This is an optimization exercise on Yosys and OpenROAD, whose aim is small area, not a production implementation.
Function was checked by simulation only, so behaviour that the tests miss may differ from the original.
Power figures rest on the tool's default switching activity, not on a simulated workload.

==> flow/design.v, too long to show whole: its modules and the start of the top module <==
// module fir_fa: 4 lines
// module fir_ha: 4 lines
// module fir: 881 lines
module fir #(parameter DWIDTH = 16)
(
  input clk,
  input rstn,
  input signed [DWIDTH-1:0] i_data,
  output signed [(2*DWIDTH)-1:0] o_data
);
  // ...
==> flow/flow/run.sh <==
#!/bin/bash
set -euo pipefail
cd "$(dirname "$0")/.."
export CTS_ARGS="-sink_clustering_enable -repair_clock_nets -dont_use_dummy_load -sink_clustering_size 18 -sink_clustering_max_diameter 70 -buf_list {sky130_fd_sc_hd__clkbuf_8}"
export BUFFER_PORTS_ARGS="-buffer_cell sky130_fd_sc_hd__buf_1"
bash standard.sh > flow_make.log 2>&1
==> flow/standard.sh <==
#!/bin/bash
# synth_recipe.tcl (not shown) runs the flow's synth.tcl, then flattens the netlist and writes it again
# the make line also repeats each setting of config.mk as NAME=value (left out here)
make -C /OpenROAD-flow-scripts/flow DESIGN_CONFIG=/design/flow/config.mk WORK_HOME=/design/flow/orfs CLKGATE_MAP_FILE= SYNTH_SCRIPT=/design/flow/synth_recipe.tcl "${@:-finish}"
==> flow/config.mk <==
export PLATFORM = sky130hd
export DESIGN_NAME = fir
export DESIGN_NICKNAME = fir
export VERILOG_FILES = /design/flow/design.v
export SDC_FILE = /design/flow/constraint.sdc
export NUM_CORES = 4
export LEC_CHECK = 0
export CAP_MARGIN = 20
export CORE_MARGIN = 2
export CORE_UTILIZATION = 40
export SLEW_MARGIN = 20
export SYNTH_HIERARCHICAL = 1
export SYNTH_MINIMUM_KEEP_SIZE = 0
==> flow/constraint.sdc <==
create_clock -name core_clock -period 8.0 [get_ports {clk}]
set_input_delay 1.6000 -clock core_clock [delete_from_list [all_inputs] [get_ports {clk}]]
set_output_delay 1.6000 -clock core_clock [all_outputs]
set_load 0.01 [all_outputs]
==> flow_summary.ini, run 1 <==
[finish]
regMostFlops = d
clock_buffers = 41
drive_above_1_share_pct = 4.07
multi_input_area_um2 = 7860
layout.nonclk_buf_share_pct = 1.16
design_area_um2 = 21100

[power_and_ir_drop]
total_power_w = 0.00498
clockPowerShare_pct = 25.5
combinationalPower_w = 0.000718
swShare_pct = 25.4

[cts]
cts_root_buf = clkbuf_8
clk_path_buf_depth = 3
numCtsBuffers = 41

[worst_hold_path]
min_to = d[21][14]
min_from = d[20][14]
holdCritPathClass = flop to flop

[logic_synthesis]
synth.largest_area_cell = dfxtp_1
ys_types = 29

[placement]
placed_cell_area_um2 = 20500

[worst_setup_path]
critPathMaxFanout = 16
worst_path_max_delay_cell = fa_1

[grt]
grt-ovfl-total = 0
grt_start_max_net_pins = 29

[timing]
hold_slack_ns = 0.269
fin_setup_tns_ns = 0

[detailed_routing]
via_count = 8337
drc = 0

[die]
io_pins = 50
start_util_pct = 40.3

[run_status]
status = finished clean
==> run 2, diff against run 1 <==
==> flow/flow/run.sh (replaced) <==
#!/bin/bash
set -euo pipefail
cd "$(dirname "$0")/.."
export CTS_ARGS="-sink_clustering_enable -repair_clock_nets -dont_use_dummy_load -sink_clustering_size 10 -sink_clustering_max_diameter 50 -buf_list {sky130_fd_sc_hd__clkbuf_4}"
export BUFFER_PORTS_ARGS="-buffer_cell sky130_fd_sc_hd__buf_1"
bash standard.sh > flow_make.log 2>&1
==> run 2 against run 1 <==
Final area is 0.14% lower. Sequential power is essentially flat. Critical path depth is the same. Setup slack worse by 0.0047 ns. Sequential share of layout area is 0.073 points higher. Highest routed layer unchanged.
==> flow_summary.ini, run 2 <==
[run_status]
status = finished clean

[worst_setup_path]
cpPeakStageDelay_ns = 0.41
critPathMaxFanout = 16
cpLargestDelayFamily = adder cells
crit_required_ns = 8.69
critPathMostFrequentCell = fa_1
arrival_ns = 8.33
r2r_end = x0[19]
crit_buf_inv = 1
worstSetupEndpointType = flop
worst_path_max_delay_cell = fa_1
reg2reg_from = v27
crit_chain = and2_1 -> ha_1 -> fa_1 -> fa_1 -> fa_1 -> fa_1 -> fa_1 -> fa_1 -> fa_1 -> fa_1 -> fa_1 -> fa_1 -> fa_1 -> fa_1 -> fa_1 -> fa_1 -> fa_1 -> ha_1 -> ha_1 -> ha_1 -> inv_1 -> ha_1
r2r_cells = 22
startpoint_type = flop
r2r_setup_slack_ns = 0.36
critical_path_class = flop to flop

[logic_synthesis]
postSynthAreaPerCell_um2 = 15.7
synth.largest_area_cell = dfxtp_1
synth_cells = 1244
synth_edf_count = 0
yosys-top-cells-area = dfxtp_1 (57%), fa_1 (30%), ha_1 (3.6%)
synth_fp_nets = 1614
ys_seq_area_share_pct = 57.4
yosys_warnings = 8
ys_types = 29
ys_ff_latch = 560
synth-main-ff-cell = dfxtp_1
yosys-top-cells-count = dfxtp_1 (560), fa_1 (296), inv_1 (112)
async_flop_share_pct = 0
synthDominantCellAreaShare_pct = 57.4
yosysMostFrequentCell = dfxtp_1
netlist_area_um2 = 19500

[detailed_routing]
via_count = 8518
wire_per_inst_um = 17.4
drt_iter0_drc = 304
first_pass_iters = 4
drc = 0
viasPerCell = 4.30
ant_nets = 0
drt_wl_total_um = 34600

[grt]
grt_pass1_vias = 9894
grt_pass1_wl_um = 55500
track_usage_pct = 14.9
antenna_found_initial = 2
grt_start_max_net_pins = 29
grt-ovfl-total = 0

[finish]
n_fill_cell = 4371
final_common_cell = dfxtp_1
nets = 1729
largest_reg_flops = 432
final_cell_mix = dfxtp_1 (559), fa_1 (296), inv_1 (112)
fin_cells = 1983
multi_input_area_um2 = 7860
postLayoutCoreUtil_pct = 43.4
regMostFlops = d
seqCellArea_um2 = 11200
drive_above_1_share_pct = 6.12
largestRegisters = d: 432 flops, acc: 32 flops
syn_to_final_growth_pct = 7.69

[die]
io_pins = 50
start_util_pct = 40.3
chipWidth_um = 225
die-area_um2 = 50700
coreArea_um2 = 48500
chipHeight_um = 225
fp-row-count = 81

[cts]
post_cts.repair.setup_buffers = 0
clk_path_buf_depth = 3
clkTransAtPathRegs_ns = 0.10
cts_tree = yes
numCtsBuffers = 70
clock-sinks = 560
clk-insertion-delay-late_ns = 0.80
cts_root_buf = clkbuf_4
htree_levels = 3

[worst_hold_path]
holdCritPathClass = flop to flop
min_path_cells = 0
min_from = d[23][5]
min_to = d[24][5]

[timing]
setup_viol = 0
final_hold_viol_count = 0
hold_slack_ns = 0.278
finalClockSkew_ns = 0.103
post-route-period-util_pct = 95.5
rsz0062_at_grt = no
max_freq_mhz = 131
worst_pin_slew_ns = 0.423
relSlewSlack_pct = 71.7
fin_setup_tns_ns = 0
final.min_clock_period_ns = 7.64
slew_violations = 0

[placement]
dp_hpwl_um = 28000
gp_congestion = 0.869
portBuffers = 49
place_inst = 1909

[power_and_ir_drop]
p_leak_nw = 9.55
ir_worst_vdd_uv = 101
power.density_nw_per_um2 = 235

[job]
drv_cap = 0
## run 2: how the worst max path moves through the flow
stage,startpoint,to,cells after the start
2_1_floorplan,v27,x0[19],22
3_3_place_gp,v27,x0[19],22
3_5_place_dp,v27,x0[19],22
4_1_cts,v27,x0[19],22
5_1_grt,v27,x0[19],22
6_report,v27,x0[19],22
## run 2: timing repair
action,CTS,global route
gates resized for setup,0,1
hold buffers,0,0
setup endpoints to repair,0,1
## run 2: area by class of cell
class | count | area share (%)
Antenna cell | 4 | 0.0476
Multi-Input combinational cell | 558 | 37.3
Clock buffer | 70 | 2.50
Tap cell | 622 | 3.70
Inverter | 112 | 2.00
Timing Repair Buffer | 57 | 1.16
Sequential cell | 560 | 53.3
## run 2: kinds of logic (layout without fill, tap and decap cells)
group,Yosys count,after routing,synth area share [%]
xor+xnor,11,11,0.493
compound gates,21,21,0.678
flops,560,560,57.4
other cells,0,4,0
buf+inv,126,239,2.44
fa+ha+maj,352,352,33.9
simple gates,174,174,5.14
## run 2: modules after synthesis, one instance, submodules excluded
module,cells inside,flip-flops and latches,copies in the design,area (um2)
fir_ha,1,0,26,12.5
fir,922,560,1,13300
fir_fa,1,0,296,20.0
## run 2: stage by stage
stage	area [um2]	power (W)	setup WS, ns
after floorplan	19500	0.00356	0.779
after global placement	20500	0.00376	0.374
after detailed placement	20500	0.00379	0.255
after CTS	21000	0.00505	0.234
after global routing	21100	0.00529	0.0450
final	21100	0.00494	0.357
## run 2: routing by layer
metal	GRT usage, %	wire length [um]	vias to the layer above
li1	-	-	4004
met1	19.6	15900	4298
met2	24.6	16400	147
met3	3.30	1310	69
met4	5.17	1010	0
met5	0	0	-
## run 2: where the power goes
group	internal, W	switching [W]
sequential	0.00292	0.0000675
clock	0.000403	0.000829
combinational	0.000329	0.000390
total	0.00365	0.00129

[static timing again, ports no longer ideal]
No port has a modelled driver above. Below, the same layouts with a new extraction and two added sets of constraints.
Step 1: set_driving_cell puts a clkbuf_16 on clk and a buf_2 on each other input, an assumption about the parent block.
Step 2 adds t to the input delays and takes it off the output delays; t is the mean of the earliest and latest rising clock arrival at the registers after step 1. Input paths then give back, and output paths get back, about the clock's delay inside the block.
a / b / c = ideal ports / drivers / drivers and shift; a / b = the first two.
run	t (ns)	setup WS [ns]	hold WS [ns]	worst setup path after step 2
run 1	0.629	0.362 / 0.362 / 0.362	0.269 / 0.269 / 0.269	register to register
run 2	0.792	0.357 / 0.357 / 0.357	0.278 / 0.278 / 0.278	register to register
After both steps every run listed still meets setup and hold.
